Source: an optimization exercise on an open RTL-to-GDS flow (aim: small area). Production flows keep margins and buffers that such runs may drop.
The RTL was checked by simulation tests, not by an equivalence proof against the original design.

==> harbor: inputs <==
Design conv_kern, start of the top module:
module conv_kern(
    clk,
    rstn,
    is_last_layer,
    scale,
    bias,
    act_shift,
    bias_shift,
    is_conv3x3,
    vld_i,
    win,
    din,
    acc_o,
    vld_o
);
input clk;
input rstn;
input is_last_layer;
input [15:0] scale;
input [15:0] bias;
input [2:0] act_shift;
input [4:0] bias_shift;
input is_conv3x3;
input vld_i;
input [127:0] win;
input [127:0] din;
output [7:0] acc_o;
output vld_o;
wire [24:0] sum;     
wire        sum_vld;
mac_kern u_mac_kern (
    .clk        (clk),
    .rstn       (rstn),
    .is_conv3x3 (is_conv3x3),
    .vld_i      (vld_i),
    .win        (win),
    .din        (din),
    .acc_o      (sum),
    .vld_o      (sum_vld)
);
bnorm_quant_act u_bnorm_quant_act (
    .clk           (clk),
    .resetn        (rstn),
    .is_last_layer (is_last_layer),
    .scale         (scale),
    .bias          (bias),
    .act_shift     (act_shift),
    .bias_shift    (bias_shift),
    .accum_in      (sum),
    .accum_vld_in  (sum_vld),
    .accum_out     (acc_o),
    .accum_vld_out (vld_o)
);
endmodule
clock: 8.0 ns
lec_check: 0
cap_margin: 20
core_margin: 2
core_utilization: 55
gpl_timing_driven: 0
place_density: 0.68
slew_margin: 20
synth_hierarchical: 1
standard.sh (not shown) runs the stock make flow with config.mk's settings and CLKGATE_MAP_FILE= SYNTH_SCRIPT=/design/flow/synth_recipe.tcl, a recipe that flattens the netlist after the stock synthesis.
==> flow/flow/run.sh <==
#!/bin/bash
# The standard layout (standard.sh) with two changes after synthesis:
# the buffers synthesis put in are removed at floorplan, and every port
# is buffered by a sky130_fd_sc_hd__buf_1 cell.
set -uo pipefail
bash standard.sh synth > synth.log 2>&1 || exit 1
REMOVE_ABC_BUFFERS=1 BUFFER_PORTS_ARGS="-buffer_cell sky130_fd_sc_hd__buf_1" bash standard.sh finish > finish.log 2>&1
==> onyx: changes against harbor <==
--- a/flow/config.mk
+++ b/flow/config.mk
@@ -8,7 +8,6 @@
 export CAP_MARGIN = 20
 export CORE_MARGIN = 2
-export CORE_UTILIZATION = 55
+export CORE_UTILIZATION = 40
 export GPL_TIMING_DRIVEN = 0
-export PLACE_DENSITY = 0.68
 export SLEW_MARGIN = 20
 export SYNTH_HIERARCHICAL = 1
==> xenon: changes against harbor <==
==> flow/flow/run.sh (replaced) <==
#!/bin/bash
# The standard layout (standard.sh) with two changes after synthesis:
# the buffers synthesis put in are removed at floorplan, and every port
# is buffered by a sky130_fd_sc_hd__buf_2 cell.
set -uo pipefail
bash standard.sh synth > synth.log 2>&1 || exit 1
REMOVE_ABC_BUFFERS=1 BUFFER_PORTS_ARGS="-buffer_cell sky130_fd_sc_hd__buf_2" bash standard.sh finish > finish.log 2>&1
--- a/flow/config.mk
+++ b/flow/config.mk
@@ -8,7 +8,6 @@
 export CAP_MARGIN = 20
 export CORE_MARGIN = 2
-export CORE_UTILIZATION = 55
+export CORE_UTILIZATION = 40
 export GPL_TIMING_DRIVEN = 0
-export PLACE_DENSITY = 0.68
 export SLEW_MARGIN = 20
 export SYNTH_HIERARCHICAL = 1
==> impl_metrics.ini <==
[timing]
whs_ns = 0.346

[critical_path]
crit_path_start = din[61]

[placed_design]
gp_congestion = 1.13

[final_layout]
mostFrequentLayoutCells = 1475 x fa_1, 1268 x nand2_1, 308 x buf_1

[status]
outcome = finished clean
(the above is from harbor)
==> impl_metrics.ini <==
[status]
outcome = finished clean

[placed_design]
gp_congestion = 1.06

[timing]
whs_ns = 0.340

[critical_path]
crit_path_start = din[27]

[final_layout]
mostFrequentLayoutCells = 1475 x fa_1, 1268 x nand2_1, 304 x buf_1
(the above is from onyx)
==> impl_metrics.ini <==
[critical_path]
crit_path_start = scale[0]

[timing]
whs_ns = 0.353

[final_layout]
mostFrequentLayoutCells = 1475 x fa_1, 1268 x nand2_1, 309 x buf_2

[status]
outcome = finished clean
(the above is from xenon)

[separate check: timing with driven ports]
How much do the figures lean on ideal ports? The routed layouts below were timed once more, with nothing changed but the port constraints. Step 1 sets driving cells, clkbuf_16 on the clock port and buf_2 on the other inputs (assumed; they add their load-dependent delay and slew). Step 2 also shifts input and output timing later by t, the mid clock arrival at the registers, as if the neighbouring blocks saw the same clock. Slacks: no drivers / after step 1 / after step 2; pairs: no drivers / after step 1.
run	t (ns)	slack for setup (ns)	clock arrival spread, ns
harbor	0.507	0.237 / 0.264 / -0.243	0.017 / 0.018
onyx	0.530	0.335 / 0.364 / -0.166	0.015 / 0.015
xenon	0.521	0.272 / 0.307 / -0.214	0.014 / 0.014
Met with ideal ports but missed after step 2: setup timing in every run listed. The setup slack of onyx, which loses most, moves by +0.029 ns with the drivers and by -0.501 ns with both steps.
